Context: an optimization exercise on an open-source flow, tuned for a short achievable clock period. The choices shown serve that exercise and are no tape-out recipe.
RTL that was checked went through simulation tests only; none was proved equivalent to the original.
For run 3, only the layout was checked, not whether the RTL still works.
Power is estimated from default activity; no workload was simulated.

### design/flow/config.mk
export PLATFORM = sky130hd
export DESIGN_NAME = UM6845R
export DESIGN_NICKNAME = UM6845R
export VERILOG_FILES = /design/flow/design.v
export SDC_FILE = /design/flow/constraint.sdc
export NUM_CORES = 4
export LEC_CHECK = 0
export ABC_CLOCK_PERIOD_IN_PS = 2500
export CAP_MARGIN = 20
export CORE_MARGIN = 2
export CORE_UTILIZATION = 40
export PLACE_DENSITY = 0.6
export SETUP_SLACK_MARGIN = 3.5
export SLEW_MARGIN = 20
export TNS_END_PERCENT = 100
### design/flow/constraint.sdc
create_clock -name core_clock -period 6.0 [get_ports {CLOCK}]
set_input_delay 1.2000 -clock core_clock [delete_from_list [all_inputs] [get_ports {CLOCK}]]
set_output_delay 1.2000 -clock core_clock [all_outputs]
set_load 0.01 [all_outputs]
### design/flow/design.v
module UM6845R
(
	input            CLOCK,
	input            CLKEN,
	input            nRESET,
	input            CRTC_TYPE,
	input            ENABLE,
	input            nCS,
	input            R_nW,
	input            RS,
	input      [7:0] DI,
	output reg [7:0] DO,
	output reg       VSYNC,
	output reg       HSYNC,
	output           DE,
	output reg       FIELD,
	output           CURSOR,
	output reg [13:0] MA,
	output reg  [4:0] RA
);
/*verilator lint_off WIDTH*/
reg [7:0] R0_h_total;
reg [7:0] R1_h_displayed;
reg [7:0] R2_h_sync_pos;
reg [3:0] R3_v_sync_width;
reg [3:0] R3_h_sync_width;
reg [6:0] R4_v_total;
reg [4:0] R5_v_total_adj;
reg [6:0] R6_v_displayed;
reg [6:0] R7_v_sync_pos;
reg [1:0] R8_skew;
reg [1:0] R8_interlace;
reg [4:0] R9_v_max_line;
reg [1:0] R10_cursor_mode;
reg [4:0] R10_cursor_start;
reg [4:0] R11_cursor_end;
reg [5:0] R12_start_addr_h;
reg [7:0] R13_start_addr_l;
reg [5:0] R14_cursor_h;
reg [7:0] R15_cursor_l;
reg [15:0] asel;
reg ct;
always @(posedge CLOCK) ct <= CRTC_TYPE;
wire wr   = ENABLE & ~nCS & ~R_nW;
wire wr_a = wr & ~RS;
wire wr_d = wr & RS;
wire [15:0] w = {16{wr_d}} & asel;         
wire [15:0] dsel = DI[4] ? 16'd0 : (16'd1 << DI[3:0]);
always @(posedge CLOCK) begin
	if (wr_a) asel <= dsel;
	if (w[0])  R0_h_total <= DI;
	if (w[1])  R1_h_displayed <= DI;
	if (w[2])  R2_h_sync_pos <= DI;
	if (w[3])  {R3_v_sync_width,R3_h_sync_width} <= DI;
	if (w[4])  R4_v_total <= DI[6:0];
	if (w[5])  R5_v_total_adj <= DI[4:0];
	if (w[6])  R6_v_displayed <= DI[6:0];
	if (w[7])  R7_v_sync_pos <= DI[6:0];
	if (w[8])  {R8_skew, R8_interlace} <= {DI[5:4],DI[1:0]};
	if (w[9])  R9_v_max_line <= DI[4:0];
	if (w[10]) {R10_cursor_mode,R10_cursor_start} <= DI[6:0];
	if (w[11]) R11_cursor_end <= DI[4:0];
	if (w[12]) R12_start_addr_h <= DI[5:0];
	if (w[13]) R13_start_addr_l <= DI[7:0];
	if (w[14]) R14_cursor_h <= DI[5:0];
	if (w[15]) R15_cursor_l <= DI[7:0];
end
reg R0h_z, R1_z, R2_z, R3h_nz, R4_z, R5_nz, R6_z, R7_z, R9_z;
reg [6:0] R6m1, R7m1;
always @(posedge CLOCK) begin
	if (w[0]) R0h_z  <= ~|DI[7:1];
	if (w[1]) R1_z   <= ~|DI;
	if (w[2]) R2_z   <= ~|DI;
	if (w[3]) R3h_nz <= |DI[3:0];
	if (w[4]) R4_z   <= ~|DI[6:0];
	if (w[5]) R5_nz  <= |DI[4:0];
	if (w[6]) R6_z   <= ~|DI[6:0];
	if (w[6]) R6m1   <= DI[6:0] - 1'd1;
	if (w[7]) R7_z   <= ~|DI[6:0];
	if (w[7]) R7m1   <= DI[6:0] - 1'd1;
	if (w[9]) R9_z   <= ~|DI[4:0];
end
wire        R6nz_n = w[6] ? |DI[6:0] : ~R6_z;
wire        il_n   = w[8] ? &DI[1:0] : &R8_interlace;
function [7:0] rsel0(input [15:0] a, input [6:0] r10, input [4:0] r11, input [5:0] r12,
                     input [7:0] r13, input [5:0] r14, input [7:0] r15);
	rsel0 = ({8{a[10]}} & r10) | ({8{a[11]}} & r11) | ({8{a[12]}} & r12) |
	        ({8{a[13]}} & r13) | ({8{a[14]}} & r14) | ({8{a[15]}} & r15);
endfunction
reg [7:0] rd0, rd1;
always @(posedge CLOCK) begin
	if (wr_a) begin
		rd0  <= rsel0(dsel, {R10_cursor_mode,R10_cursor_start}, R11_cursor_end, R12_start_addr_h,
		              R13_start_addr_l, R14_cursor_h, R15_cursor_l);
		rd1  <= rsel0(dsel & 16'b1100_1111_1111_1111, {R10_cursor_mode,R10_cursor_start}, R11_cursor_end,
		              R12_start_addr_h, R13_start_addr_l, R14_cursor_h, R15_cursor_l) |
		        {8{DI[4:0] == 5'd31}};
	end
	else if (wr_d & |asel[15:10]) begin
		rd0  <= (DI & {~(asel[10] | asel[11] | asel[12] | asel[14]), ~(asel[11] | asel[12] | asel[14]), ~asel[11], 5'h1F});
		rd1  <= (asel[12] | asel[13]) ? 8'h00 : DI & {~(asel[10] | asel[11] | asel[14]), ~(asel[11] | asel[14]), ~asel[11], 5'h1F};
	end
end
reg vde;
always @(*) begin
	if (CRTC_TYPE) DO = RS ? rd1 : {2'b00, ~vde, 5'b00000};
	else           DO = RS ? rd0 : 8'hFF;
end
wire il = &R8_interlace;
reg  [7:0] hcc, hcc1;            
reg  [4:0] line;
reg  [6:0] row;
reg        in_adj;
reg        field;
reg [13:0] row_addr;
reg        hcc_last, line_last, row_last;
wire hn_R1  = hcc_last ? R1_z  : (hcc1 == R1_h_displayed);
wire hn_R2  = hcc_last ? R2_z  : (hcc1 == R2_h_sync_pos);
wire hn_R0h = hcc_last ? R0h_z : (hcc1 == {1'b0, R0_h_total[7:1]});
wire hn_0   = hcc_last | ~|hcc1;
wire [4:0] line_inc  = line + 1'd1 + il;
wire [4:0] line_next = line_last ? 5'd0 : {line_inc[4:1], line_inc[0] & ~il};
wire frame_adj = row_last & ~in_adj & R5_nz;
wire row_zero  = row_last & (in_adj | ~R5_nz);           
wire fn_c      = in_adj | (row_last & ~R5_nz);            
wire [6:0] row1 = row + 1'd1;
wire rn_R6 = row_zero ? R6_z : (row == R6m1);
wire rn_R7 = row_zero ? R7_z : (row == R7m1);
wire row_nz = |row;
wire row_new   = hcc_last & line_last;
wire frame_new = row_new & fn_c;
wire CRTC1_reload =  ct & ~line_last & ~row_nz & hn_0;
wire CRTC0_reload = ~ct & hcc_last & R4_z & R9_z;
wire reload = frame_new | CRTC0_reload | CRTC1_reload;
wire adv    = hn_R1 & line_last;
wire [7:0]  hcc_n   = hcc_last ? 8'd0 : hcc1;
wire [7:0]  hcc1_n  = hcc_last ? 8'd1 : hcc1 + 1'd1;
wire [4:0]  line_n  = hcc_last ? line_next : line;
wire        in_adj_n = row_new ? (frame_adj | (in_adj & ~fn_c)) : in_adj;
wire        field_n = frame_new ? (~field & R8_interlace[0]) : field;
wire [6:0]  row_n   = (row_new & ~frame_adj) ? (fn_c ? 7'd0 : row1) : row;
wire [13:0] R1213   = {R12_start_addr_h, R13_start_addr_l};
function [8:0] add8(input [7:0] a, input [7:0] b, input cin);
	reg [8:0] G, P;
	integer i, d;
	begin
		G = {a & b, cin};
		P = {a ^ b, 1'b0};
		for (d = 1; d < 9; d = d * 2)
			for (i = 8; i >= d; i = i - 1) begin
				G[i] = G[i] | (P[i] & G[i-d]);
				P[i] = P[i] & P[i-d];
			end
		add8 = {G[8], (a ^ b) ^ G[7:0]};
	end
endfunction
wire [8:0]  ra_lo  = add8(row_addr[7:0], R1_h_displayed, 1'b0);
wire [5:0]  ra_hi1 = row_addr[13:8] + 1'd1;
wire [13:0] ra_adv = {ra_lo[8] ? ra_hi1 : row_addr[13:8], ra_lo[7:0]};
wire [5:0]  MA_hi1 = MA[13:8] + 1'd1;
wire [8:0]  MA_lo1 = MA[7:0] + 1'd1;
wire [8:0]  MA_loa = add8(MA[7:0], R1_h_displayed, 1'b1);
wire [13:0] MA_inc = {MA_lo1[8] ? MA_hi1 : MA[13:8], MA_lo1[7:0]};
wire [13:0] MA_adv = {MA_loa[8] ? MA_hi1 : MA[13:8], MA_loa[7:0]};
wire [13:0] row_addr_n = reload ? R1213 : adv ? ra_adv : row_addr;
wire s_rl  = reload;
wire s_ra  = ~reload & hn_0;
wire s_adv = ~reload & ~hn_0 & adv;
wire s_inc = ~reload & ~hn_0 & ~adv;
wire [13:0] MA_n = ({14{s_rl}} & R1213) | ({14{s_ra}} & row_addr) |
                   ({14{s_adv}} & MA_adv) | ({14{s_inc}} & MA_inc);
always @(posedge CLOCK) begin
	if(~nRESET) begin
		hcc    <= 0;
		hcc1   <= 1;
		line   <= 0;
		row    <= 0;
		in_adj <= 0;
		field  <= 0;
	end
	else if(CLKEN) begin
		hcc  <= hcc_n;
		hcc1 <= hcc1_n;
		line <= line_n;
		in_adj <= in_adj_n;
		field <= field_n;
		row  <= row_n;
	end
end
always @(posedge CLOCK) begin
	if(~nRESET) begin
		row_addr <= R1213;
		MA       <= R1213;
	end
	else if(CLKEN) begin
		row_addr <= row_addr_n;
		MA       <= MA_n;
	end
end
function hlf(input [7:0] r0, input cty, input rst, input cke, input last,
             input [7:0] h, input [7:0] h1);
	reg r0nz;
	begin
		r0nz = |r0;
		hlf = ~rst ? (~r0nz & cty) :
		      cke ? (last ? (~r0nz & cty) : ((h1 == r0) & (cty | r0nz))) :
		            ((h == r0) & (cty | r0nz));
	end
endfunction
function llf(input [4:0] ln, input adj, input [4:0] r5, input [4:0] r9, input i);
	reg [4:0] r5m1, la, lb;
	begin
		r5m1 = r5 - 1'd1;
		la = {r5m1[4:1], r5m1[0] & ~i};
		lb = {r9[4:1], r9[0] & ~i};
		llf = adj ? ((ln == la) | ~|la) : ((ln == lb) | ~|lb);
	end
endfunction
function rlf(input [6:0] r, input [6:0] r4);
	rlf = (r == r4) | ~|r4;
endfunction
wire [4:0] line_f   = ~nRESET ? 5'd0 : CLKEN ? line_n : line;
wire       in_adj_f = nRESET & (CLKEN ? in_adj_n : in_adj);
wire [6:0] row_f    = ~nRESET ? 7'd0 : CLKEN ? row_n : row;
wire       w_il     = w[5] | w[8] | w[9];
wire hl_R = hlf(R0_h_total, CRTC_TYPE, nRESET, CLKEN, hcc_last, hcc, hcc1);
wire hl_D = hlf(DI,         CRTC_TYPE, nRESET, CLKEN, hcc_last, hcc, hcc1);
wire ll_R  = llf(line_f, in_adj_f, R5_v_total_adj, R9_v_max_line, il);
wire ll_5  = llf(line_f, in_adj_f, DI[4:0],        R9_v_max_line, il);
wire ll_9  = llf(line_f, in_adj_f, R5_v_total_adj, DI[4:0],       il);
wire ll_8  = llf(line_f, in_adj_f, R5_v_total_adj, R9_v_max_line, &DI[1:0]);
wire rl_R = rlf(row_f, R4_v_total);
wire rl_D = rlf(row_f, DI[6:0]);
always @(posedge CLOCK) begin
	hcc_last  <= (w[0] & hl_D) | (~w[0] & hl_R);
	line_last <= (w[5] & ll_5) | (w[9] & ll_9) | (w[8] & ll_8) | (~w_il & ll_R);
	row_last  <= (w[4] & rl_D) | (~w[4] & rl_R);
end
reg hde;
reg [3:0] hsc;
wire hde_n = hn_R1 ? 1'b0 : hcc_last ? 1'b1 : hde;
always @(posedge CLOCK) begin
	if(~nRESET) begin
		hsc    <= 0;
		hde    <= 0;
		HSYNC  <= 0;
	end
	else if (CLKEN) begin
		hde <= hde_n;
		if(|hsc) hsc <= hsc - 1'd1;
		else if (hn_R2) begin
			if(R3h_nz) begin
				HSYNC <= 1;
				hsc <= R3_h_sync_width - 1'd1;
			end
		end
		else HSYNC <= 0;
	end
end
reg [3:0] vsc;
reg       vsync_allow;
wire vs_tick  = field ? hn_R0h : hcc_last;
wire vmatch   = field ? ((row == R7_v_sync_pos) & ~|line) : (rn_R7 & line_last);
wire vs_fire  = vs_tick & ~|vsc & vsync_allow & vmatch;
wire vde_n    = row_new ? (rn_R6 ? 1'b0 : frame_new ? 1'b1 : vde) : vde;
always @(posedge CLOCK) begin
	if(~nRESET) begin
		vsc    <= 0;
		vde    <= 0;
		VSYNC  <= 0;
		vsync_allow <= 1;
	end
	else begin
		if (CLKEN & vs_fire) vsync_allow <= 0;
		else if ((wr & asel[7]) | (CLKEN & row_new & (~row_zero | row_nz))) vsync_allow <= 1;
		if (CLKEN) begin
			vde  <= vde_n;
			if(vs_tick) begin
				if(|vsc) vsc <= vsc - 1'd1;
				else if (vsync_allow & vmatch) begin
					VSYNC <= 1;
					vsc <= (ct ? 4'd0 : R3_v_sync_width) - 1'd1;
				end
				else VSYNC <= 0;
			end
		end
	end
end
reg cursor_line;
wire cursor_line_n = (line == R10_cursor_start) ? 1'b1 : (line == R11_cursor_end) ? 1'b0 : cursor_line;
reg cpre, ceqh, ceql;
assign CURSOR = cpre & ceqh & ceql;
function [0:0] eqw6(input [5:0] x, input wr, input [5:0] d, input [5:0] r);
	eqw6 = (wr & (x == d)) | (~wr & (x == r));
endfunction
function [0:0] eqw8(input [7:0] x, input wr, input [7:0] d, input [7:0] r);
	eqw8 = (wr & (x == d)) | (~wr & (x == r));
endfunction
wire c_ra  = nRESET & CLKEN & s_ra;
wire c_inc = nRESET & CLKEN & s_inc;
wire c_h   = nRESET & ~CLKEN;
function addeq8(input [7:0] a, input [7:0] b, input cin, input [7:0] c);
	reg [7:0] k;
	reg [6:0] kk;
	begin
		k = a ^ b ^ c;
		kk = (a[6:0] & b[6:0]) | (a[6:0] & k[6:0]) | (b[6:0] & k[6:0]);
		addeq8 = (k[0] == cin) & (k[7:1] == kk);
	end
endfunction
wire lo_inc_R = addeq8(MA[7:0], 8'd0, 1'b1, R15_cursor_l);
wire lo_inc_D = addeq8(MA[7:0], 8'd0, 1'b1, DI);
wire cy_inc   = &MA[7:0];
wire hi0_eq   = eqw6(MA[13:8], w[14], DI[5:0], R14_cursor_h);
wire hi1_eq   = eqw6(MA_hi1,   w[14], DI[5:0], R14_cursor_h);
wire c_rl     = nRESET & CLKEN & s_rl;
wire ceqh_n = (c_rl  & eqw6(R1213[13:8],    w[14], DI[5:0], R14_cursor_h)) |
              (c_ra  & eqw6(row_addr[13:8], w[14], DI[5:0], R14_cursor_h)) |
              (c_inc & ((cy_inc & hi1_eq) | (~cy_inc & hi0_eq))) |
              (c_h   & hi0_eq);
wire ceql_n = (c_rl  & eqw8(R1213[7:0],    w[15], DI, R15_cursor_l)) |
              (c_ra  & eqw8(row_addr[7:0], w[15], DI, R15_cursor_l)) |
              (c_inc & ((w[15] & lo_inc_D) | (~w[15] & lo_inc_R))) |
              (c_h   & eqw8(MA[7:0],       w[15], DI, R15_cursor_l));
always @(posedge CLOCK) begin
	ceqh <= ceqh_n;
	ceql <= ceql_n;
	if(~nRESET) begin
		cursor_line <= 0;
		cpre <= 0;
	end
	else if (CLKEN) begin
		cursor_line <= cursor_line_n;
		cpre <= hde_n & vde_n & cursor_line_n;
	end
end
reg       nde0;                  
reg [1:0] dde;
reg       ndesk;                 
wire       de0_n = hde_n & vde_n & R6nz_n;
wire       de0_h = hde & vde & R6nz_n;
wire [1:0] dde_n = {dde[0], ~nde0};
function skewsel(input [1:0] s, input d0, input [1:0] dd);
	case (s)
		2'd0: skewsel = d0;
		2'd1: skewsel = dd[0];
		2'd2: skewsel = dd[1];
		default: skewsel = 1'b0;
	endcase
endfunction
assign DE = ~(CRTC_TYPE ? nde0 : ndesk);
always @(posedge CLOCK) begin
	if(~nRESET) begin
		nde0   <= 1;
		dde    <= 2'b00;
		ndesk  <= 1;
		FIELD  <= il_n;
		RA     <= 5'd0;
	end
	else if (CLKEN) begin
		nde0   <= ~de0_n;
		dde    <= dde_n;
		ndesk  <= ~((w[8] & skewsel(DI[5:4], de0_n, dde_n)) | (~w[8] & skewsel(R8_skew, de0_n, dde_n)));
		FIELD  <= ~field_n & il_n;
		RA     <= {line_n[4:1], line_n[0] | (field_n & il_n)};
	end
	else begin
		nde0   <= ~de0_h;
		ndesk  <= ~((w[8] & skewsel(DI[5:4], de0_h, dde)) | (~w[8] & skewsel(R8_skew, de0_h, dde)));
		FIELD  <= ~field & il_n;
		RA     <= {line[4:1], line[0] | (field & il_n)};
	end
end
endmodule
### design/flow/flow/run.sh
#!/bin/bash
# The standard layout, with the ports of the RS / CRTC_TYPE -> DO / DE paths
# placed together and the DO logic rebuilt after floorplan (flow/io.tcl), and
# timing repair free to change a cell's footprint.
set -euo pipefail
bash standard.sh IO_CONSTRAINTS="$PWD/flow/io.tcl" MATCH_CELL_FOOTPRINT=0 finish > flow_make.log 2>&1
### design/flow/flow/io.tcl
# Sourced at the end of floorplan (IO_CONSTRAINTS): keep the ports of the
# RS / CRTC_TYPE -> DO / DE paths together on one edge, and rebuild the DO logic.
set_io_pin_constraint -group -order -region left:* -pin_names {DO[7] DO[6] DO[5] DO[4] RS CRTC_TYPE DE DO[3] DO[2] DO[1] DO[0]}
source [file join [file dirname [info script]] surg.tcl]
### design/flow/flow/surg.tcl
# Rebuild the read-data output logic with one gate level before the output mux:
#   DO[i] = mux2i(S=CRTC_TYPE, A0=nor2(~RS, rd0[i]), A1=nand2(RS, rd1[i]))
#   DO[5] = mux2i(S=CRTC_TYPE, A0=nor2(~RS, rd0[5]), A1=a2bb2oi(A1_N=RS, A2_N=vde, B1=RS, B2=rd1[5]))
#   DE    = mux2i(S=CRTC_TYPE, A0=ndesk, A1=nde0)
# which is the function the RTL gives DO and DE, with RS and CRTC_TYPE reaching the
# rest of the logic through a buffer of their own; then remove the logic left without loads.
set ::surg_block [ord::get_db_block]
proc surg_master {n} { return [[ord::get_db] findMaster $n] }
proc surg_inst {cell name conns} {
  set inst [odb::dbInst_create $::surg_block [surg_master $cell] $name]
  foreach {pin net} $conns { [$inst findITerm $pin] connect $net }
  return $inst
}
proc surg_main {} {
  set block $::surg_block
  array set q {}
  foreach inst [$block getInsts] {
    set n [$inst getName]
    if {[regexp {^(rd0|rd1)\\\[(\d)\\\]\$} $n -> b i]} { set q($b,$i) [[$inst findITerm Q] getNet] }
    if {[regexp {^vde\$} $n]} { set q(vde) [[$inst findITerm Q] getNet] }
    if {[regexp {^(nde0|ndesk)\$} $n -> b]} { set q($b) [[$inst findITerm Q] getNet] }
  }
  if {[array size q] != 19} { error "surgery: found [array size q] of 19 register outputs" }
  set rs [$block findNet RS]
  set ct [$block findNet CRTC_TYPE]
  set de [$block findNet DE]
  # the logic other than DO and DE that reads RS / CRTC_TYPE goes through a buffer of its own
  foreach {net tag} [list $rs rs $ct ct] {
    set iso [odb::dbNet_create $block "do_${tag}_other"]
    set moved 0
    foreach it [$net getITerms] {
      if {![$it isInputSignal]} { continue }
      $it disconnect; $it connect $iso; incr moved
    }
    surg_inst sky130_fd_sc_hd__buf_2 "do_${tag}_iso" [list A $net X $iso]
    puts "surgery: $moved loads of $tag moved behind a buffer"
  }
  # DE = ~(CRTC_TYPE ? nde0 : ndesk)
  foreach it [$de getITerms] { if {[$it isOutputSignal]} { $it disconnect } }
  surg_inst sky130_fd_sc_hd__mux2i_4 "de_mux" [list S $ct A0 $q(ndesk) A1 $q(nde0) Y $de]
  set rsn [odb::dbNet_create $block "do_rs_n"]
  surg_inst sky130_fd_sc_hd__inv_4 "do_rs_inv" [list A $rs Y $rsn]
  for {set i 0} {$i < 8} {incr i} {
    set out [$block findNet "DO\[$i\]"]
    if {$out eq "NULL"} { error "surgery: no net DO\[$i\]" }
    foreach it [$out getITerms] { if {[$it isOutputSignal]} { $it disconnect } }
    set na [odb::dbNet_create $block "do_a_$i"]
    set nb [odb::dbNet_create $block "do_b_$i"]
    surg_inst sky130_fd_sc_hd__nor2_2 "do_nor_$i" [list A $rsn B $q(rd0,$i) Y $na]
    if {$i == 5} {
      surg_inst sky130_fd_sc_hd__a2bb2oi_2 "do_st_$i" [list A1_N $rs A2_N $q(vde) B1 $rs B2 $q(rd1,$i) Y $nb]
    } else {
      surg_inst sky130_fd_sc_hd__nand2_2 "do_nand_$i" [list A $rs B $q(rd1,$i) Y $nb]
    }
    surg_inst sky130_fd_sc_hd__mux2i_2 "do_mux_$i" [list S $ct A0 $na A1 $nb Y $out]
  }
  # remove combinational cells whose outputs drive nothing
  set removed 0
  set changed 1
  while {$changed} {
    set changed 0
    foreach inst [$block getInsts] {
      set m [[$inst getMaster] getName]
      if {![string match sky130_fd_sc_hd__* $m] || [string match *df* $m] || [string match *dl* $m]} { continue }
      set hasout 0
      set dead 1
      foreach it [$inst getITerms] {
        if {[$it isOutputSignal]} {
          set hasout 1
          set net [$it getNet]
          if {$net ne "NULL" && ([llength [$net getITerms]] > 1 || [llength [$net getBTerms]] > 0)} { set dead 0 }
        }
      }
      if {$hasout && $dead} {
        set nets {}
        foreach it [$inst getITerms] { set net [$it getNet]; if {$net ne "NULL"} { lappend nets $net } }
        odb::dbInst_destroy $inst
        foreach net $nets { if {[llength [$net getITerms]] == 0 && [llength [$net getBTerms]] == 0} { odb::dbNet_destroy $net } }
        incr removed
        set changed 1
      }
    }
  }
  puts "surgery: rebuilt DO\[7:0\], removed $removed cells"
}
surg_main
### design/flow/standard.sh
#!/bin/bash
# synth_recipe.tcl (not shown) runs the flow's synth.tcl, then flattens the netlist and writes it again
# the make line also repeats each setting of config.mk as NAME=value (left out here)
make -C /OpenROAD-flow-scripts/flow DESIGN_CONFIG=/design/flow/config.mk WORK_HOME=/design/flow/orfs CLKGATE_MAP_FILE= SYNTH_SCRIPT=/design/flow/synth_recipe.tcl "${@:-finish}"
==> run_results.csv, run 1 <==
group,metric,value,unit
synthesis,synthesis.area,14270,um^2
die,die_w,192.9,um
global_route,grt_overflow,0,
synthesis,syn_avg_cell_area,10.16,um^2
critical_path,critical_path_class,"in -> out",
critical_path,cp-start-kind,"input port",
synthesis,ys_seq_area_share,47.07,%
global_route,grt_pass1_wl,68.51,mm
clock_network,cts_tree,"built",
synthesis,synthCells,1405,
route,drt_iter0_drc,1021,
clock_network,cts_buffers,29,
global_route,grt_max_degree,41,
placed_design,hpwl,30.34,mm
die,io_pins,48,
sta,setup_violations,0,
critical_path,worst_ep_arrival_time,1.78,ns
layout,nFillCells,3078,
placed_design,dp_cells,1847,
placed_design,portBuffers,47,
global_route,grt_use_total,24.33,%
layout,area_delta_synth_final,28.00,%
route,wire_per_inst,22.87,um
synthesis,synth_fp_nets,1469,
clock_network,clock_sinks,244,
die,die_h,192.9,um
critical_path,critPathRequiredTime,4.80,ns
synthesis,synth_edf_count,183,
sta,fin_tns_setup,0,ns
power_and_ir_drop,total_power,0.004567,W
sta,drv_slew,0,
placed_design,routabilityCongestion,0.9007,
clock_network,clk_pin_slew,0.06,ns
layout,regArea,6754,um^2
critical_path,reg2reg_depth,13,
critical_path,end_kind,"output pin",
power_and_ir_drop,leakage,6.856,nW
layout,drive_gt1_share,24.38,%
sta,hold_viol,0,
route,wirelength,45.81,mm
layout,postLayoutCellArea,18270,um^2
synthesis,async_flop_share,0,%
sta,finalClockSkew,0.03281,ns
sta,fin_crit,2.979,ns
synthesis,synth_seq_cells,244,
placed_design,placed_area,15350,um^2
power_and_ir_drop,powerDensity,250.1,nW/um^2
critical_path,cp.buffers_inverters,2,
outcome,status,"finished clean",
critical_path,crit_path_top_delay_cell,"a2bb2oi_2",
critical_path,path_cells,"buf_16 -> a2bb2oi_2 -> mux2i_2 -> buf_2",
layout,final_cell_mix,"edfxtp_1, xnor2_1, xor2_1",
route,firstDrtPassIters,7,
sta,worst_slew_pin_slew,0.6261,ns
sta,max_slew_margin,57.91,%
critical_path,path_depth,4,
hold_path,min_path_cells,2,
power_and_ir_drop,max-vdd-ir-drop,213.3,uV
critical_path,critical_path.top_delay_family,"buffers and inverters",
synthesis,yosys_warnings,1,
global_route,antenna_found_initial,0,
route,vias_per_cell,5.831,
job,maxCapViolations,0,
layout,finalNonFillerCells,2003,
synthesis,synth.distinct_cells,80,
sta,fmax,0.3357,GHz
sta,whs,0.4529,ns
critical_path,cp_slowest_stage_delay,0.16,ns
clock_network,cts_root_buf,"clkbuf_16",
clock_network,clk_latency,0.58,ns
route,drc,0,
die,dieArea,37200,um^2
layout,multi_input_area,7963,um^2
synthesis,synthFlopType,"edfxtp_1",
clock_network,cts_buffer_depth,3,
hold_path,hold_path_class,"reg -> reg",
die,core,35310,um^2
sta,rsz0062_at_grt,"true",
route,ant_nets,0,
die,rows,69,
global_route,grt_pass1_vias,11260,
clock_network,h-tree-depth,1,
route,via_count,11680,
layout,mostFrequentLayoutCell,"edfxtp_1",
layout,final_nets,1583,
die,initial_utilization,40.41,%
sta,timing.final.crit_share,49.65,%
layout,antenna_cells,0,
critical_path,worst-path-max-fanout,6,
==> sequential cells by signal, summed over array words and instances, names as in the netlist, 8 cells and up <==
signal            flops
MA                   14
R0_h_total            8
R13_start_addr_l      8
R15_cursor_l          8
R1_h_displayed        8
R2_h_sync_pos         8
asel                 16
hcc                   8
hcc1                  8
rd0                   8
rd1                   8
row_addr             14
==> metal layers <==
layer	share of wire [%]	track usage, %	vias to the layer above	routed length [um]
met5	0	0	-	0
met1	42	31.95	5794	19280
met3	6.9	4.019	94	3172
met2	48	40.74	479	21950
li1	-	-	5313	-
met4	3.1	8.074	0	1401
==> power by group <==
part           internal, W  total (W)  switching (W)
clock network      0.00111    0.00184       0.000730
logic             0.000347   0.000775       0.000428
registers          0.00188    0.00195      0.0000694
total              0.00334    0.00457        0.00123
==> worst register-to-register path, delay by kind of cell (launching register included) <==
kind | cells | cell delay [ns]
AOI/OAI and AO/OA | 6 | 1.15
adders and majority gates | 1 | 0.15
buffers and inverters | 4 | 0.56
xor gates and xnor gates | 1 | 0.15
DFF | 1 | 0.39
and+or+nand+nor | 1 | 0.06
==> path summary, 6_finish.rpt <==
kind	from	to	slack [ns]
setup / recovery	RS	DO[5]	3.02
hold reg to reg	VSYNC	VSYNC	0.45
setup reg to reg	MA[0]	MA[11]	3.29
hold / removal	VSYNC	VSYNC	0.45
==> cell families (layout without fill, tap and decap cells) <==
logic type	after synthesis	count (layout)	share of synthesized area, %
compound gates	265	257	12.48
xor+xnor	252	252	15.47
fa+ha+maj	48	48	4.261
buf+inv	136	274	3.858
flops	244	244	47.07
mux	12	20	0.8593
simple gates	448	447	16.01
==> cells in the mapped netlist (all sizes together), types with 10 or more instances <==
library cell	count	share of area, %
mux2i	10	0.70
edfxtp	183	39
nor3	30	1.1
nand3	45	1.6
nor4	31	1.4
xnor2	147	9.0
inv	55	1.4
ha	47	4.1
xor2	105	6.4
a21oi	77	2.9
o21ai	62	2.2
buf	29	1.0
and3	22	0.96
a31oi	12	0.53
and2	20	0.89
o31ai	12	0.67
nor2b	10	0.44
clkbuf	52	1.4
nand2	113	3.0
nor2	95	2.5
dfxtp	61	8.6
a221oi	11	0.68
nand2b	11	0.48
nand4	31	1.4
==> layout make-up <==
type                       instances  area share, %
timing repair buffer             164          9.193
clock buffer                      45          4.692
clock inverter                     9         0.7741
tap                              461          3.158
sequential                       244          36.98
multi-input combinational       1024          43.60
inverter                          56          1.610
==> repair_timing <==
action                                  CTS  global route
hold buffers                              0             0
resized for setup                       224           125
pin swaps                                34            67
endpoints found under the setup margin  279            81
cloned                                    3             1
setup buffers                            66            32
==> metrics by stage <==
stage | setup WS, ns | util (%)
after global routing | 2.999 | 51.73
after global placement | 1.542 | 43.47
after floorplan | 2.907 | -
after CTS | 3.027 | 49.46
after detailed placement | 1.394 | 43.47
final | 3.021 | 51.73
==> inputs of run 2 (changes only) <==
==> design/flow/flow/run.sh (replaced) <==
#!/bin/bash
# The standard layout, with the ports of the RS / CRTC_TYPE -> DO / DE paths
# placed together and the DO / DE logic rebuilt after floorplan (flow/io.tcl),
# timing repair free to change a cell's footprint, and strong output buffers
# on DO / DE before global routing (flow/ports.tcl).
set -euo pipefail
bash standard.sh IO_CONSTRAINTS="$PWD/flow/io.tcl" PRE_GLOBAL_ROUTE_TCL="$PWD/flow/ports.tcl" MATCH_CELL_FOOTPRINT=0 finish > flow_make.log 2>&1
==> design/flow/flow/ports.tcl (new file) <==
# Before global routing: give the DO / DE output ports and the RS / CRTC_TYPE
# input ports strong buffers; the repair and legalisation that follow in
# global_route.tcl keep the placement legal.
proc ports_upsize {} {
  set block [ord::get_db_block]
  set n 0
  foreach bt [$block getBTerms] {
    set name [$bt getName]
    set net [$bt getNet]
    if {[string match {DO\[*} $name] || $name eq "DE"} {
      foreach it [$net getITerms] {
        if {[$it isOutputSignal]} {
          set inst [$it getInst]
          if {[string match sky130_fd_sc_hd__buf_* [[$inst getMaster] getName]]} {
            replace_cell [$inst getName] sky130_fd_sc_hd__buf_6
            incr n
          }
        }
      }
    }
  }
  puts "ports: resized $n output buffers"
}
ports_upsize
--- a/design/flow/flow/surg.tcl
+++ b/design/flow/flow/surg.tcl
@@ -53,5 +53,5 @@
       surg_inst sky130_fd_sc_hd__nand2_2 "do_nand_$i" [list A $rs B $q(rd1,$i) Y $nb]
     }
-    surg_inst sky130_fd_sc_hd__mux2i_2 "do_mux_$i" [list S $ct A0 $na A1 $nb Y $out]
+    surg_inst sky130_fd_sc_hd__mux2i_4 "do_mux_$i" [list S $ct A0 $na A1 $nb Y $out]
   }
   # remove combinational cells whose outputs drive nothing
==> run 2 against run 1 <==
Still clean; flip-flop and latch count stayed put; fmax increased by 0.51%; register-to-register slack worse by 0.19 ns; via count about the same; non-clock buffer count up 16; clock-buffer cell count fell by 11; sequential share of layout area down 0.67 points; die area is the same; wire length increased by 2.1%; power down 1.9%; synthesized cell count unchanged; critical path type unchanged.
==> run_results.csv, run 2 <==
group,metric,value,unit
critical_path,reg2reg_depth,10,
route,drc,0,
critical_path,r2r_end,"MA[11]",
synthesis,synth_top_family_by_area,"simple AND/OR/NAND/NOR gates",
clock_network,clk_latency,0.56,ns
global_route,antenna_found_initial,1,
global_route,grtUsageMet2,41.44,%
power_and_ir_drop,max-vdd-ir-drop,196.2,uV
clock_network,cts_buffers,28,
critical_path,cp-start-kind,"input port",
synthesis,syn_avg_cell_area,10.16,um^2
power_and_ir_drop,leakage,6.986,nW
clock_network,clk_pin_slew,0.06,ns
synthesis,yosysTopAreaCell,"edfxtp_1",
sta,max_slew_margin,47.15,%
synthesis,yosys-top-cells-count,"edfxtp_1, xnor2_1, nand2_1, xor2_1, nor2_1",
global_route,grt_max_degree,41,
global_route,grt_overflow,0,
route,drt_iter0_drc,1031,
layout,mostFrequentLayoutCell,"edfxtp_1",
die,rows,69,
critical_path,critical_path_class,"in -> out",
die,core,35310,um^2
hold_path,min_path_cells,1,
die,die_w,192.9,um
global_route,grt_pass1_vias,11210,
sta,timing.final.crit_share,49.39,%
synthesis,synth_simple_gate_area_share,16.01,%
sta,finalClockSkew,0.02156,ns
sta,fin_tns_setup,0,ns
sta,drv_slew,0,
route,vias_per_cell,5.785,
placed_design,portBuffers,47,
route,firstDrtPassIters,5,
layout,final_nets,1600,
route,ant_nets,0,
clock_network,h-tree-depth,1,
synthesis,synth_fa_ha_area_share,4.261,%
sta,hold_viol,0,
synthesis,synth_compound_area_share,12.48,%
power_and_ir_drop,powerDensity,241.2,nW/um^2
critical_path,r2r-start,"MA[4]",
die,io_pins,48,
layout,final_cell_mix,"edfxtp_1, xnor2_1, xor2_1",
synthesis,yosys_warnings,1,
synthesis,synth_fp_nets,1469,
layout,largest-register,"asel",
synthesis,synthFlopType,"edfxtp_1",
hold_path,min_delay_worst_endpoint,"cursor_line",
global_route,globalRouteMet3Util,2.801,%
sta,setup_violations,0,
global_route,grt_busiest_layer,"met2",
hold_path,hold_path.startpoint,"cursor_line",
placed_design,routabilityCongestion,0.8973,
critical_path,worst_ep_arrival_time,1.76,ns
route,via_count,11670,
clock_network,clock_sinks,244,
sta,fmax,0.3374,GHz
critical_path,worst-path-max-fanout,6,
synthesis,synth_mux_area_share,0.8593,%
synthesis,synth_edf_count,183,
layout,drive_gt1_share,25.18,%
job,maxCapViolations,0,
critical_path,r2r_slack,3.10,ns
synthesis,yosys.area.top_type_share,38.51,%
synthesis,synthCells,1405,
layout,antenna_cells,0,
layout,final_core_utilization,52.62,%
die,initial_utilization,40.41,%
sta,worst_slew_pin_slew,0.7928,ns
synthesis,synth.distinct_cells,80,
synthesis,ys_seq_area_share,47.07,%
hold_path,hold_path_class,"reg -> reg",
sta,fin_crit,2.964,ns
global_route,grt_use_total,24.76,%
route,wirelength,46.77,mm
die,dieArea,37200,um^2
placed_design,hpwl,29.87,mm
global_route,use_met1,34.01,%
clock_network,cts_tree,"built",
sta,rsz0062_at_grt,"true",
layout,area_delta_synth_final,30.20,%
synthesis,synth.most_common_cell,"edfxtp_1",
synthesis,synth_xor_area_share,15.47,%
route,wire_per_inst,23.18,um
outcome,status,"finished clean",
layout,largest_reg_flops,16,
synthesis,synthesis.area,14270,um^2
die,die_h,192.9,um
global_route,grt_pass1_wl,69.22,mm
synthesis,synth_area_leaders,"edfxtp_1, xnor2_1, dfxtp_1",
synthesis,synth_seq_cells,244,
critical_path,end_kind,"output pin",
clock_network,cts_buffer_depth,3,
clock_network,cts_root_buf,"clkbuf_16",
layout,top_regs,"asel: 16 flops, MA: 14 flops, row_addr: 14 flops",
synthesis,async_flop_share,0,%
critical_path,critPathRequiredTime,4.80,ns
## run 2: cell counts after synthesis
No cell type changed its count.
## run 2: power breakdown
| part | switching, W | internal, W | total (W) |
|---|---|---|---|
| logic | 0.000438 | 0.000368 | 0.000806 |
| registers | 0.0000717 | 0.00188 | 0.00195 |
| clock network | 0.000717 | 0.00101 | 0.00172 |
## run 2: how the worst max path moves through the flow
stage                    from     to  slack (ns)  cells after the start
floorplan               DI[0]  ndesk        2.91                     13
global placement    CRTC_TYPE  DO[3]        1.46                      3
detailed placement         RS  ndesk        1.36                      8
CTS                        RS  DO[5]        3.03                      4
global route               RS  DO[5]        3.01                      4
finish                     RS  DO[5]        3.04                      4
## run 2: per-layer routing
layer	vias to the layer above	part of all wire [%]
li1	5363	-
met1	5795	43
met2	432	48
met3	82	6.1
met4	2	2.5
met5	-	0.028
## run 2: cell type report
class | instances | area, um^2
Inverter | 56 | 297.8
Multi-Input combinational cell | 1025 | 8082
Clock inverter | 17 | 171.4
Timing Repair Buffer | 180 | 1951
Sequential cell | 244 | 6746
Timing Repair inverter | 1 | 11.26
Clock buffer | 34 | 743.2
Tap cell | 461 | 576.8
Fill cell | 2997 | 16730
## run 2: repair_timing
| item | 4_1_cts | 5_1_grt |
|---|---|---|
| buffers inserted | 67 | 47 |
| gates resized for setup | 239 | 128 |
| pin swaps | 32 | 56 |
| gates cloned | 6 | 2 |
| hold buffers | 0 | 0 |
| endpoints found under the setup margin | 283 | 58 |
## run 2: through the flow
stage | hold WS (ns) | instance area [um^2] | worst slack [ns] | total power [W] | std cells
global placement | 0.4370 | 15400 | 1.455 | 0.002586 | 1845
CTS | 0.4598 | 17580 | 3.025 | 0.004402 | 1969
finish | 0.4590 | 18580 | 3.036 | 0.004481 | 2018
global route | 0.4832 | 18580 | 3.007 | 0.004631 | 2018
floorplan | 0.4264 | 14650 | 2.907 | 0.002401 | 1405
detailed placement | 0.4450 | 15400 | 1.364 | 0.002596 | 1845
## run 2: critical path: stages
cell and delay [ns]:
buf_16 0.13, a2bb2oi_4 0.17, mux2i_4 0.14, buf_6 0.12
## run 2: kinds of logic (layout without fill, tap and decap cells)
logic type                 after synthesis  in the layout
and+or+nand+nor                        448            447
adders and majority gates               48             48
xor gates and xnor gates               252            252
muxes                                   12             20
buffers and inverters                  136            288
AOI/OAI and AO/OA                      265            258
DFF                                    244            244
==> inputs of run 3 (changes only) <==
--- a/design/flow/design.v
+++ b/design/flow/design.v
@@ -155,9 +155,20 @@
 	end
 endfunction
+function [5:0] inc6(input [5:0] a);
+	reg [5:0] P;
+	integer i, d;
+	begin
+		P = a;
+		for (d = 1; d < 6; d = d * 2)
+			for (i = 5; i >= d; i = i - 1)
+				P[i] = P[i] & P[i-d];
+		inc6 = a ^ {P[4:0], 1'b1};
+	end
+endfunction
 wire [8:0]  ra_lo  = add8(row_addr[7:0], R1_h_displayed, 1'b0);
-wire [5:0]  ra_hi1 = row_addr[13:8] + 1'd1;
+wire [5:0]  ra_hi1 = inc6(row_addr[13:8]);
 wire [13:0] ra_adv = {ra_lo[8] ? ra_hi1 : row_addr[13:8], ra_lo[7:0]};
-wire [5:0]  MA_hi1 = MA[13:8] + 1'd1;
-wire [8:0]  MA_lo1 = MA[7:0] + 1'd1;
+wire [5:0]  MA_hi1 = inc6(MA[13:8]);
+wire [8:0]  MA_lo1 = add8(MA[7:0], 8'd0, 1'b1);
 wire [8:0]  MA_loa = add8(MA[7:0], R1_h_displayed, 1'b1);
 wire [13:0] MA_inc = {MA_lo1[8] ? MA_hi1 : MA[13:8], MA_lo1[7:0]};
--- a/design/flow/flow/surg.tcl
+++ b/design/flow/flow/surg.tcl
@@ -83,4 +83,14 @@
   }
   puts "surgery: rebuilt DO\[7:0\], removed $removed cells"
+  # the weakest (_0) gates become their _1 versions
+  set swapped 0
+  foreach inst [$block getInsts] {
+    set m [[$inst getMaster] getName]
+    if {[regexp {^(sky130_fd_sc_hd__\w+)_0$} $m -> base]} {
+      set new [surg_master ${base}_1]
+      if {$new ne "NULL" && [$inst swapMaster $new]} { incr swapped }
+    }
+  }
+  puts "surgery: $swapped _0 gates made _1"
 }
 surg_main
==> run 3 against run 2 <==
Combinational power grew 6.0%; critical path depth stayed put; clock power up 9.9%; non-clock buffer count down 13; register-to-register slack improved by 0.20 ns; worst hold slack gained 0.040 ns; largest cell class unchanged; largest power group unchanged; highest routed layer unchanged.
==> run_results.csv, run 3 <==
group,metric,value,unit
outcome,status,"finished clean",
critical_path,critPathLaunch,"RS",
sta,fmax,0.3345,GHz
global_route,grt_pass1_vias,11780,
sta,fin_ws,3.011,ns
route,drc,0,
synthesis,synth.distinct_cells,75,
hold_path,hold_path.startpoint,"vsc[0]",
sta,fin_tns_setup,0,ns
global_route,grt_max_degree,41,
sta,worst_slew_pin_slew,0.9442,ns
route,drt_iter0_drc,1616,
synthesis,synth_fp_nets,1534,
power_and_ir_drop,powerDensity,251.7,nW/um^2
clock_network,clk_latency,0.60,ns
layout,largest-register,"asel",
critical_path,r2r-start,"MA[6]",
synthesis,yosys-top-cells-count,"edfxtp_1, xnor2_1, nand2_1, nor2_1, xor2_1",
global_route,grt_overflow,0,
synthesis,yosys_warnings,1,
die,core,35660,um^2
die,io_pins,48,
sta,setup_violations,0,
die,die_w,194.5,um
synthesis,ys_seq_area_share,46.27,%
synthesis,async_flop_share,0,%
layout,antenna_cells,0,
critical_path,critical_path_class,"in -> out",
synthesis,synthesis.area,14520,um^2
critical_path,critPathRequiredTime,4.80,ns
die,die_h,194.5,um
critical_path,worst-path-max-fanout,6,
critical_path,cp_slowest_stage_delay,0.17,ns
sta,max_slew_margin,36.47,%
route,via_count,12570,
layout,final_cell_mix,"edfxtp_1, xnor2_1, nand2_1",
synthesis,synthFlopType,"edfxtp_1",
job,maxCapViolations,0,
clock_network,cts_buffer_depth,3,
placed_design,routabilityCongestion,0.9050,
critical_path,cp.buffers_inverters,2,
layout,final_core_utilization,52.43,%
route,vias_per_cell,6.118,
global_route,grt_use_total,25.18,%
layout,drive_gt1_share,24.29,%
clock_network,cts_buffers,28,
die,dieArea,37830,um^2
synthesis,syn_avg_cell_area,9.874,um^2
clock_network,h-tree-depth,1,
critical_path,path_cells,"buf_16 -> a2bb2oi_4 -> mux2i_4 -> buf_6",
route,wirelength,49.77,mm
synthesis,synth_seq_cells,244,
sta,drv_slew,0,
synthesis,synth.most_common_cell,"edfxtp_1",
critical_path,worst_ep_arrival_time,1.79,ns
route,wire_per_inst,24.23,um
synthesis,synth_area_leaders,"edfxtp_1, dfxtp_1, xnor2_1",
power_and_ir_drop,total_power,0.004705,W
power_and_ir_drop,max-vdd-ir-drop,233.0,uV
sta,timing.final.crit_share,49.82,%
clock_network,clk_pin_slew,0.06,ns
die,rows,69,
synthesis,synth_edf_count,183,
critical_path,critical_path.top_delay_family,"buffers and inverters",
layout,top_regs,"asel: 16 flops, MA: 14 flops, row_addr: 14 flops",
route,firstDrtPassIters,6,
die,initial_utilization,40.71,%
sta,hold_viol,0,
global_route,grt_pass1_wl,73.35,mm
clock_network,cts_tree,"built",
layout,mostFrequentLayoutCell,"edfxtp_1",
synthesis,yosys.area.top_type_share,37.86,%
layout,largest_reg_flops,16,
clock_network,cts_root_buf,"clkbuf_16",
route,ant_nets,0,
placed_design,post-place-ws,1.410,ns
global_route,antenna_found_initial,2,
layout,area_delta_synth_final,28.78,%
sta,finalClockSkew,0.04133,ns
synthesis,synthCells,1470,
power_and_ir_drop,leakage,6.868,nW
placed_design,hpwl,31.93,mm
sta,fin_crit,2.989,ns
layout,final_nets,1635,
sta,rsz0062_at_grt,"true",
clock_network,clock_sinks,244,
critical_path,crit_path_top_delay_cell,"a2bb2oi_4",
placed_design,portBuffers,47,
critical_path,end_kind,"output pin",
synthesis,yosysTopAreaCell,"edfxtp_1",
hold_path,hold_path_class,"reg -> reg",
critical_path,cp-start-kind,"input port",
[run 3: what timing repair did]
action	4_1_cts	5_1_grt
hold buffers	0	0
gates cloned	6	2
gates resized for setup	246	99
endpoints found under the setup margin	285	51
pin swaps	53	59
setup buffers	70	30
[run 3: cells by family after synthesis]
group | after synthesis | synth area share, %
AO/OA/AOI/OAI | 296 | 13.64
flip-flops | 244 | 46.27
multiplexers | 11 | 0.7672
adder cells (fa/ha/maj) | 48 | 4.189
AND/OR/NAND/NOR | 478 | 17.02
buffers and inverters | 165 | 4.353
XOR/XNOR | 228 | 13.76
[run 3: metal layers]
metal	up-vias	GRT usage, %	part of all wire [%]
li1	5595	-	-
met1	6129	35.21	42
met2	705	38.80	44
met3	133	4.494	9.7
met5	-	0	0.032
met4	4	9.829	3.8
[run 3: power breakdown]
group,internal (W),switching (W),total [W]
clock network,0.00114,0.000751,0.00189
registers,0.00188,0.0000815,0.00196
logic,0.000382,0.000472,0.000854
total,0.00340,0.00130,0.00470
[run 3: layout make-up]
type | count | area [um^2]
multi-input combinational | 1061 | 8248
timing repair buffer | 167 | 1762
fill | 3067 | 16960
sequential | 244 | 6751
clock buffer | 34 | 733.2
clock inverter | 18 | 284.0
inverter | 69 | 337.8
tap | 461 | 576.8
[run 3: worst paths after layout]
check,to,slack [ns],cells after the start
max reg2reg,MA[10],3.30,8
max,DO[5],3.01,4
min,vsc[0],0.50,2
min reg2reg,vsc[0],0.50,2
[run 3: stage by stage]
step	cells	instance area (um^2)	hold WS (ns)
2_1_floorplan	1470	14980	0.4264
3_5_place_dp	1894	15660	0.4887
4_1_cts	2022	17930	0.4969
3_3_place_gp	1894	15660	0.4824
5_1_grt	2054	18690	0.5059
6_report	2054	18690	0.4991
[run 3: worst reg2reg max path, cell delays in order, from the launching register on]
cell	delay [ns]
edfxtp_1	0.47
buf_4	0.23
ha_1	0.38
or2_2	0.31
a21oi_1	0.43
a311oi_2	0.12
xor2_1	0.19
a221oi_2	0.23
o21ai_1	0.08
==> inputs of run 4 (changes only) <==
--- a/design/flow/design.v
+++ b/design/flow/design.v
@@ -102,7 +102,7 @@
 	end
 end
-reg vde;
+reg vde, nvde;    
 always @(*) begin
-	if (CRTC_TYPE) DO = RS ? rd1 : {2'b00, ~vde, 5'b00000};
+	if (CRTC_TYPE) DO = RS ? rd1 : {2'b00, nvde, 5'b00000};
 	else           DO = RS ? rd0 : 8'hFF;
 end
@@ -279,4 +279,5 @@
 		vsc    <= 0;
 		vde    <= 0;
+		nvde   <= 1;
 		VSYNC  <= 0;
 		vsync_allow <= 1;
@@ -287,4 +288,5 @@
 		if (CLKEN) begin
 			vde  <= vde_n;
+			nvde <= ~vde_n;
 			if(vs_tick) begin
 				if(|vsc) vsc <= vsc - 1'd1;
--- a/design/flow/flow/surg.tcl
+++ b/design/flow/flow/surg.tcl
@@ -1,5 +1,5 @@
 # Rebuild the read-data output logic with one gate level before the output mux:
 #   DO[i] = mux2i(S=CRTC_TYPE, A0=nor2(~RS, rd0[i]), A1=nand2(RS, rd1[i]))
-#   DO[5] = mux2i(S=CRTC_TYPE, A0=nor2(~RS, rd0[5]), A1=a2bb2oi(A1_N=RS, A2_N=vde, B1=RS, B2=rd1[5]))
+#   DO[5] = mux2i(S=CRTC_TYPE, A0=nor2(~RS, rd0[5]), A1=a22oi(A1=RS, A2=rd1[5], B1=~RS, B2=nvde))
 #   DE    = mux2i(S=CRTC_TYPE, A0=ndesk, A1=nde0)
 # which is the function the RTL gives DO and DE, with RS and CRTC_TYPE reaching the
@@ -18,5 +18,5 @@
     set n [$inst getName]
     if {[regexp {^(rd0|rd1)\\\[(\d)\\\]\$} $n -> b i]} { set q($b,$i) [[$inst findITerm Q] getNet] }
-    if {[regexp {^vde\$} $n]} { set q(vde) [[$inst findITerm Q] getNet] }
+    if {[regexp {^nvde\$} $n]} { set q(nvde) [[$inst findITerm Q] getNet] }
     if {[regexp {^(nde0|ndesk)\$} $n -> b]} { set q($b) [[$inst findITerm Q] getNet] }
   }
@@ -49,5 +49,5 @@
     surg_inst sky130_fd_sc_hd__nor2_2 "do_nor_$i" [list A $rsn B $q(rd0,$i) Y $na]
     if {$i == 5} {
-      surg_inst sky130_fd_sc_hd__a2bb2oi_2 "do_st_$i" [list A1_N $rs A2_N $q(vde) B1 $rs B2 $q(rd1,$i) Y $nb]
+      surg_inst sky130_fd_sc_hd__a22oi_2 "do_st_$i" [list A1 $rs A2 $q(rd1,$i) B1 $rsn B2 $q(nvde) Y $nb]
     } else {
       surg_inst sky130_fd_sc_hd__nand2_2 "do_nand_$i" [list A $rs B $q(rd1,$i) Y $nb]
==> run 4 against run 3 <==
Largest cell class unchanged; still clean; critical endpoint unchanged; wire length is 2.2% lower; clock-buffer cell count is 1 higher; combinational power is 2% higher.
==> run_results.csv, run 4 <==
group,metric,value,unit
critical_path,critPathRequiredTime,4.80,ns
sta,drv_slew,0,
power_and_ir_drop,p_comb_share,18.2,%
global_route,grt_max_degree,40,
synthesis,yosys.area.top_type_share,38.46,%
clock_network,cts_tree,"built",
clock_network,cts_root_buf,"clkbuf_16",
sta,fin_tns_setup,0,ns
layout,largest_reg_flops,16,
sta,fmax,0.3383,GHz
synthesis,async_flop_share,0,%
die,io_pins,48,
sta,rsz0062_at_grt,"true",
hold_path,hold_path_class,"reg -> reg",
route,vias_per_cell,5.927,
clock_network,clock_sinks,245,
route,drc,0,
synthesis,synth_edf_count,183,
synthesis,synth_fp_nets,1467,
critical_path,worst-path-max-fanout,9,
placed_design,portBuffers,47,
layout,mostFrequentLayoutCell,"edfxtp_1",
synthesis,yosys-top-cells-count,"edfxtp_1, xnor2_1, nand2_1, xor2_1, nor2_1",
sta,timing.final.crit_share,49.27,%
power_and_ir_drop,powerDensity,255.6,nW/um^2
synthesis,synth.most_common_cell,"edfxtp_1",
die,dieArea,37250,um^2
sta,whs,0.4624,ns
critical_path,cp-start-kind,"input port",
route,via_count,11970,
global_route,grt_use_total,25.86,%
layout,top_regs,"asel: 16 flops, MA: 14 flops, row_addr: 14 flops",
layout,antenna_cells,0,
synthesis,synthFlopType,"edfxtp_1",
synthesis,ys_seq_area_share,47.15,%
die,core,35400,um^2
power_and_ir_drop,total_power,0.004785,W
critical_path,worst_ep_arrival_time,1.76,ns
sta,max_slew_margin,37.12,%
clock_network,clk_latency,0.55,ns
synthesis,synth_seq_cells,245,
placed_design,routabilityCongestion,0.9196,
critical_path,critical_path_class,"in -> out",
layout,final_nets,1600,
global_route,grt_pass1_wl,72.08,mm
placed_design,hpwl,31.22,mm
layout,area_delta_synth_final,31.02,%
global_route,grt_overflow,0,
sta,setup_violations,0,
sta,fin_crit,2.956,ns
layout,drive_gt1_share,25.48,%
power_and_ir_drop,leakage,7.115,nW
sta,hold_viol,0,
synthesis,yosysTopAreaCell,"edfxtp_1",
die,rows,69,
die,die_h,193,um
layout,largest-register,"asel",
clock_network,cts_buffers,29,
route,wirelength,48.67,mm
critical_path,end_kind,"output pin",
route,drt_iter0_drc,1204,
power_and_ir_drop,intPower,0.003494,W
clock_network,cts_hold_buf,0,
outcome,status,"finished clean",
synthesis,synth_area_leaders,"edfxtp_1, dfxtp_1, xnor2_1",
layout,final_core_utilization,52.89,%
sta,worst_slew_pin_slew,0.9431,ns
clock_network,h-tree-depth,1,
route,ant_nets,0,
die,initial_utilization,40.37,%
power_and_ir_drop,seqPwrFrac,41.0,%
die,die_w,193,um
global_route,antenna_found_initial,0,
route,wire_per_inst,24.11,um
sta,finalClockSkew,0.01751,ns
layout,final_cell_mix,"edfxtp_1, xnor2_1, buf_4",
synthesis,syn_avg_cell_area,10.18,um^2
power_and_ir_drop,max-vdd-ir-drop,212.4,uV
clock_network,cts_buffer_depth,3,
route,firstDrtPassIters,6,
power_and_ir_drop,p_clk_share,40.8,%
placed_design,dp_cells,1843,
synthesis,yosys_warnings,1,
job,maxCapViolations,0,
global_route,grt_pass1_vias,11420,
layout,finalNonFillerCells,2019,
synthesis,synthesis.area,14290,um^2
power_and_ir_drop,p_sw_share,26.98,%
clock_network,clk_pin_slew,0.06,ns
power_and_ir_drop,switchingPower,0.001291,W
synthesis,synthCells,1403,
synthesis,synth.distinct_cells,83,
==> run 4: cell types whose count changed after synthesis, moves of 16 or more <==
cell      change
buf_2        +16
clkbuf_1     -25
o21ai_0      -27
o21ai_1      +16
xor2_1       +18
==> run 4: timing repair <==
| action | CTS | global route |
|---|---|---|
| pin swaps | 51 | 45 |
| endpoints found under the setup margin | 286 | 75 |
| gates resized for setup | 223 | 95 |
| hold endpoints to repair | 0 | 0 |
| gates cloned | 5 | 2 |
| buffers inserted | 81 | 35 |
==> run 4: cell type report <==
class | count | area (um^2)
tap | 461 | 576.8
sequential | 245 | 6770
timing repair buffer | 185 | 1981
clock inverter | 18 | 262.8
fill | 3064 | 16670
multi-input combinational | 1015 | 8040
inverter | 60 | 290.3
clock buffer | 35 | 800.8
==> run 4: stage by stage <==
stage	worst slack [ns]	area, um^2
after floorplan	2.810	14740
after global placement	1.453	15490
after detailed placement	1.406	15490
after CTS	3.024	17900
after global routing	3.016	18720
final	3.044	18720
==> run 4: worst max-delay path, stage by stage <==
cell and delay (ns):
buf_16 0.12, inv_8 0.05, a22oi_2 0.16, mux2i_4 0.08, buf_2 0.14
==> run 4: per-layer routing <==
layer | track usage (%) | routed length [um] | vias to the layer above
met3 | 3.421 | 3819 | 93
met4 | 7.576 | 1307 | 0
met5 | 0 | 0 | -
met2 | 42.47 | 22920 | 584
met1 | 35.81 | 20630 | 5908
li1 | - | - | 5381
==> run 4: cells by family (layout without fill, tap and decap cells) <==
group / after synthesis / in the layout / synth area share [%]
compound gates: 261 / 255 / 12.47
xor+xnor: 243 / 243 / 14.89
fa+ha+maj: 48 / 48 / 4.256
buf+inv: 144 / 298 / 4.063
flops: 245 / 245 / 47.15
mux: 17 / 24 / 1.200
simple gates: 445 / 445 / 15.97
==> run 4: power by group through the flow <==
stage | sequential [W] | combinational [W] | clock (W)
floorplan | 0.00197 | 0.000453 | 0
global placement | 0.00203 | 0.000601 | 0
detailed placement | 0.00203 | 0.000609 | 0
CTS | 0.00196 | 0.000773 | 0.00196
global route | 0.00196 | 0.000928 | 0.00204
finish | 0.00196 | 0.000871 | 0.00195
==> run 4: worst paths after layout <==
check / start / endpoint / slack, ns / cells after the start
setup / recovery: RS / DO[5] / 3.04 / 5
hold / removal: cursor_line / cursor_line / 0.46 / 2
setup reg to reg: MA[1] / MA[7] / 3.41 / 12
hold reg to reg: cursor_line / cursor_line / 0.46 / 2

## what the ideal ports hide
In the flow no input, the clock included, has a driving cell. The finished layouts below were timed again as built, in two steps. Step 1: set_driving_cell puts a clkbuf_16 on CLOCK and a buf_2 on each other input, an assumption about the parent block. Step 2 times the ports against the registers' clock, not the clock port: input delays grow and output delays shrink by t, the midpoint of the rising clock arrivals with the driver on. Three values: no drivers, after step 1, after step 2; two values: the first two.
| run | t, ns | setup slack, ns | clock arrival spread, ns | worst slew at a driven data input, ns | pins driven straight from the clock port |
|---|---|---|---|---|---|
| run 1 | 0.611 | 3.021 / 2.933 / 2.757 | 0.032 / 0.033 | 0.13 | 1 |
| run 2 | 0.609 | 3.036 / 2.934 / 2.686 | 0.025 / 0.025 | 0.22 | 1 |
| run 3 | 0.634 | 3.011 / 2.922 / 2.750 | 0.042 / 0.042 | 0.13 | 1 |
| run 4 | 0.596 | 3.044 / 2.955 / 2.784 | 0.018 / 0.018 | 0.21 | 1 |
After both steps setup and hold are still met in every run listed. The setup slack of run 2, which loses most, moves by -0.102 ns with the drivers and by -0.350 ns with both steps.
